Background: an optimization exercise with open tools, aiming at small area and a short achievable clock period. Do not read the settings as production practice. RTL that was checked went through simulation tests only; none was proved equivalent to the original. Power is estimated from default activity; no workload was simulated.

Design sigmoid8_pla, start of the top module:
module sigmoid8_pla #(
    parameter WIDTH = 16,
    parameter SLICES = 8,
    parameter FP = 12
) (
    input wire clk,
    input wire rst,
    input wire signed [WIDTH - 1:0] x,
    output wire [WIDTH - 1:0] y
);
==> flow/config.mk <==
export PLATFORM = sky130hd
export DESIGN_NAME = sigmoid8_pla
export DESIGN_NICKNAME = sigmoid8_pla
export VERILOG_FILES = /design/flow/design.v
export SDC_FILE = /design/flow/constraint.sdc
export NUM_CORES = 4
export LEC_CHECK = 0
export ABC_CLOCK_PERIOD_IN_PS = 1200
export CAP_MARGIN = 20
export CORE_MARGIN = 2
export CORE_UTILIZATION = 40
export SETUP_SLACK_MARGIN = 3.2
export SLEW_MARGIN = 20
==> flow/constraint.sdc <==
create_clock -name core_clock -period 5.5 [get_ports {clk}]
set_input_delay 1.1000 -clock core_clock [delete_from_list [all_inputs] [get_ports {clk}]]
set_output_delay 1.1000 -clock core_clock [all_outputs]
set_load 0.01 [all_outputs]
run.sh (not shown) runs the stock make flow with config.mk's settings and CLKGATE_MAP_FILE= SYNTH_SCRIPT=/design/flow/synth_recipe.tcl, a recipe that flattens the netlist after the stock synthesis.
Then changed:
Settings changed: ABC_CLOCK_PERIOD_IN_PS 1200 to 2000.
Register-to-register slack hardly moves. Synthesized area does not change. Clock-buffer cell count does not change.
No functional check of the RTL was part of any run of this note.

* * *

Another version of the RTL of sigmoid8_pla (not shown whole).
Size in the first run: about 530 cells after synthesis, roughly 96 flip-flops, ~34 I/O pins, roughly 5100 um^2 of cells after synthesis.
// sigmoid8_pla
module sigmoid8_pla #(
    parameter WIDTH = 16,
    parameter SLICES = 8,
    parameter FP = 12
) (
    input wire clk,
    input wire rst,
    input wire signed [WIDTH - 1:0] x,
    output wire [WIDTH - 1:0] y
);
==> flow/config.mk <==
export PLATFORM = sky130hd
export DESIGN_NAME = sigmoid8_pla
export DESIGN_NICKNAME = sigmoid8_pla
export VERILOG_FILES = /design/flow/design.v
export SDC_FILE = /design/flow/constraint.sdc
export NUM_CORES = 4
export LEC_CHECK = 0
export CAP_MARGIN = 20
export CORE_MARGIN = 2
export CORE_UTILIZATION = 58
export SETUP_SLACK_MARGIN = 3.3
export SLEW_MARGIN = 20
==> flow/constraint.sdc <==
create_clock -name core_clock -period 5.5 [get_ports {clk}]
set_input_delay 1.1000 -clock core_clock [delete_from_list [all_inputs] [get_ports {clk}]]
set_output_delay 1.1000 -clock core_clock [all_outputs]
set_load 0.01 [all_outputs]
standard.sh (not shown) runs the stock make flow with config.mk's settings and CLKGATE_MAP_FILE= SYNTH_SCRIPT=/design/flow/synth_recipe.tcl, a recipe that flattens the netlist after the stock synthesis.
==> flow/flow/run.sh <==
#!/bin/bash
# Own layout flow: the standard ORFS flow (standard.sh, unchanged synthesis),
# with a plain buffer on every port instead of the delay cells buffer_ports
# picks by default, and a clock tree with fewer, smaller buffers.
set -euo pipefail
export BUFFER_PORTS_ARGS="-buffer_cell ${OWN_PORT_BUF:-sky130_fd_sc_hd__buf_2}"
export CTS_ARGS="-sink_clustering_enable -repair_clock_nets -sink_clustering_size ${OWN_CTS_SIZE:-30} -sink_clustering_max_diameter ${OWN_CTS_DIAM:-80} -buf_list ${OWN_CTS_BUF:-sky130_fd_sc_hd__clkbuf_8} -dont_use_dummy_load"
bash standard.sh > standard_flow.log 2>&1
Then changed:
--- a/flow/config.mk
+++ b/flow/config.mk
@@ -11 +11 @@
-export SETUP_SLACK_MARGIN = 3.3
+export SETUP_SLACK_MARGIN = 3.25
Outcome: The changed run produced a clean layout; flip-flop and latch count is unchanged; via count falls by 0.49%; power falls by 1.4%; sequential share of layout area increases by 0.58 points; utilization came out lower by 1.1 points; setup slack is worse by 96 ps.
Then changed:
--- a/flow/config.mk
+++ b/flow/config.mk
@@ -10,2 +10,2 @@
-export CORE_UTILIZATION = 58
-export SETUP_SLACK_MARGIN = 3.25
+export CORE_UTILIZATION = 50
+export SETUP_SLACK_MARGIN = 3.3
Effect: The new run ran to the end with no violations. Clock skew goes up by 9.7 ps. Final area increases by 2.3%. Routed wire length grows by 1.2%. Global-route usage decreases by 2.5 points. Total power grows by 0.71%.

* * *

Setup of main:
The RTL this note starts from:
==> flow/design.v <==
module sigmoid8_pla #(
    parameter WIDTH = 16,
    parameter SLICES = 8,
    parameter FP = 12
) (
    input wire clk,
    input wire rst,
    input wire signed [WIDTH - 1:0] x,
    output wire [WIDTH - 1:0] y
);
    reg [15:0] x_reg;
    always @(posedge clk) x_reg <= x;
    reg [11:0] r_reg;
    reg [13:1] r3_reg;
    reg [4:0]  q_reg;
    reg        z_reg;
    always @(posedge clk) begin
        r_reg  <= x_reg[11:0];
        r3_reg <= ({1'b0, x_reg[11:0], 1'b0} + {2'b0, x_reg[11:0]}) >> 1;
        q_reg  <= x_reg[15:11];
        z_reg  <= ~|x_reg[10:0];
    end
    wire [13:0] r3 = {r3_reg, r_reg[0]};
    wire z = z_reg;
    reg s23, s99, s369, s867;
    always @(*) begin
        s23 = 1'b0; s99 = 1'b0; s369 = 1'b0; s867 = 1'b0;
        case (q_reg)
            5'd20, 5'd21, 5'd22, 5'd9, 5'd10, 5'd11: s23 = 1'b1;
            5'd23, 5'd24, 5'd25, 5'd6, 5'd7, 5'd8: s99 = 1'b1;
            5'd26, 5'd27, 5'd28, 5'd3, 5'd4, 5'd5: s369 = 1'b1;
            5'd29, 5'd30, 5'd31, 5'd0, 5'd1, 5'd2: s867 = 1'b1;
            default: ;
        endcase
    end
    reg [12:0] tt;
    always @(*) begin
        case ({q_reg, z})
            6'd32: tt = 13'd0;
            6'd33: tt = 13'd0;
            6'd34: tt = 13'd0;
            6'd35: tt = 13'd0;
            6'd36: tt = 13'd0;
            6'd37: tt = 13'd0;
            6'd38: tt = 13'd0;
            6'd39: tt = 13'd0;
            6'd40: tt = 13'd11;
            6'd41: tt = 13'd8191;
            6'd42: tt = 13'd11;
            6'd43: tt = 13'd11;
            6'd44: tt = 13'd34;
            6'd45: tt = 13'd34;
            6'd46: tt = 13'd8190;
            6'd47: tt = 13'd8189;
            6'd48: tt = 13'd97;
            6'd49: tt = 13'd97;
            6'd50: tt = 13'd97;
            6'd51: tt = 13'd97;
            6'd52: tt = 13'd173;
            6'd53: tt = 13'd176;
            6'd54: tt = 13'd173;
            6'd55: tt = 13'd173;
            6'd56: tt = 13'd542;
            6'd57: tt = 13'd542;
            6'd58: tt = 13'd314;
            6'd59: tt = 13'd313;
            6'd60: tt = 13'd1181;
            6'd61: tt = 13'd1181;
            6'd62: tt = 13'd1181;
            6'd63: tt = 13'd1181;
            6'd0: tt = 13'd2048;
            6'd1: tt = 13'd2048;
            6'd2: tt = 13'd2048;
            6'd3: tt = 13'd2048;
            6'd4: tt = 13'd2915;
            6'd5: tt = 13'd2915;
            6'd6: tt = 13'd3145;
            6'd7: tt = 13'd3144;
            6'd8: tt = 13'd3514;
            6'd9: tt = 13'd3514;
            6'd10: tt = 13'd3514;
            6'd11: tt = 13'd3514;
            6'd12: tt = 13'd3900;
            6'd13: tt = 13'd3903;
            6'd14: tt = 13'd3900;
            6'd15: tt = 13'd3900;
            6'd16: tt = 13'd3999;
            6'd17: tt = 13'd3999;
            6'd18: tt = 13'd4037;
            6'd19: tt = 13'd4036;
            6'd20: tt = 13'd4060;
            6'd21: tt = 13'd4060;
            6'd22: tt = 13'd4060;
            6'd23: tt = 13'd4060;
            6'd24: tt = 13'd4096;
            6'd25: tt = 13'd4084;
            6'd26: tt = 13'd4096;
            6'd27: tt = 13'd4096;
            6'd28: tt = 13'd4096;
            6'd29: tt = 13'd4096;
            6'd30: tt = 13'd4096;
            6'd31: tt = 13'd4096;
            default: tt = 13'd0;
        endcase
    end
    wire [22:0] ta = ({23{s23}}  & {6'd0, r3, 3'd0}) |
                     ({23{s99}}  & {4'd0, r3, 5'd0}) |
                     ({23{s369}} & {2'd0, r3, 7'd0}) |
                     ({23{s867}} & {1'd0, r3, 8'd0}) |
                     {20'd0, s369, 1'b0, s23 | s369};
    wire [22:0] tb = ({23{s23}}  & {11'd0, ~r_reg}) |
                     ({23{s99}}  & {9'd0, r3}) |
                     ({23{s369}} & {7'd0, ~r3, 2'd0}) |
                     ({23{s867}} & {4'd0, r3, 5'd0});
    wire [22:0] tc = ({23{s369}} & {9'd0, ~r3}) |
                     ({23{s867}} & {9'd0, r3});
    wire [22:0] s1 = ta ^ tb ^ tc;
    wire [23:0] c1 = {(ta & tb) | (ta & tc) | (tb & tc), 1'b0};
    wire [12:0] lo = {1'b0, s1[11:0]} + {1'b0, c1[11:0]};
    wire [12:0] u1 = {2'b0, s1[22:12]};
    wire [12:0] u2 = {1'b0, c1[23:12]};
    wire [12:0] us = u1 ^ u2 ^ tt;
    wire [12:0] uc = {(u1[11:0] & u2[11:0]) | (u1[11:0] & tt[11:0]) | (u2[11:0] & tt[11:0]), 1'b0};
    reg [12:0] hs_reg;
    reg [12:1] hc_reg;
    reg        lc_reg;
    always @(posedge clk) begin
        hs_reg <= us;
        hc_reg <= uc[12:1];
        lc_reg <= lo[12];
    end
    reg [12:0] y_reg;
    always @(posedge clk or posedge rst) begin
        if (rst) y_reg <= 13'd0;
        else     y_reg <= hs_reg + {hc_reg, 1'b0} + {12'd0, lc_reg};
    end
    assign y = {3'b000, y_reg};
endmodule
clock: 5.5 ns
lec_check: 0
cap_margin: 20
core_margin: 2
core_utilization: 40
setup_slack_margin: 3.3
slew_margin: 20
run.sh (not shown) runs the stock make flow with config.mk's settings and CLKGATE_MAP_FILE= SYNTH_SCRIPT=/design/flow/synth_recipe.tcl, a recipe that flattens the netlist after the stock synthesis.
Stock flow here: none of the scripts above is used.
main completed every stage of the flow, and the final layout passed the timing, DRC and antenna checks.
## Diff of input files: the feature branch against main
- putting CTS_BUF_LIST at sky130_fd_sc_hd__clkbuf_8 where nothing was set
- swapping 40 for 65 in CORE_UTILIZATION
- putting CTS_CLUSTER_SIZE at 30 where nothing was set
Changes observed in the feature branch relative to main: detailed-route via count moved up, routed length per instance moved up, share of the clock period used by the worst path moved up, count of nets left with antenna violations after detail routing level, maximum clock frequency moved down.
Changes observed in the feature branch relative to main: clock power now smaller, first-pass GRT wire length now smaller.
No run of this note included a check of the RTL's function; only the layout flow was run.

separate check: timing with driven ports:
No port has a modelled driver above. Below, the same layouts with a new extraction and two added sets of constraints. Step 1 (the two cells are an assumption about what drives the block):
set clk [get_ports {clk}]
set_driving_cell -lib_cell sky130_fd_sc_hd__clkbuf_16 $clk
set_driving_cell -lib_cell sky130_fd_sc_hd__buf_2 [delete_from_list [all_inputs] $clk]
Step 2 adds t to the input delays and takes it off the output delays; t is the mean of the earliest and latest rising clock arrival at the registers after step 1. Input paths then give back, and output paths get back, about the clock's delay inside the block. Slacks: ideal ports / drivers / drivers and shift; pairs: ideal ports / drivers.
run | shift t [ns] | setup slack, ns | worst setup path at the end | worst data-port slew with drivers (ns)
the first run of note 1 | 0.385 | 3.081 / 3.081 / 3.081 | register to register | 0.03
the second run of note 1 | 0.385 | 3.081 / 3.081 / 3.081 | register to register | 0.03
the first run of note 2 | 0.380 | 3.354 / 3.354 / 3.354 | register to register | 0.03
the second run of note 2 | 0.369 | 3.258 / 3.258 / 3.258 | register to register | 0.03
the third run of note 2 | 0.378 | 3.315 / 3.315 / 3.315 | register to register | 0.03
main | 0.370 | 3.203 / 3.203 / 3.203 | register to register | 0.03
the feature branch | 0.380 | 3.144 / 3.144 / 3.144 | register to register | 0.03
After both steps setup and hold are still met in every run listed.
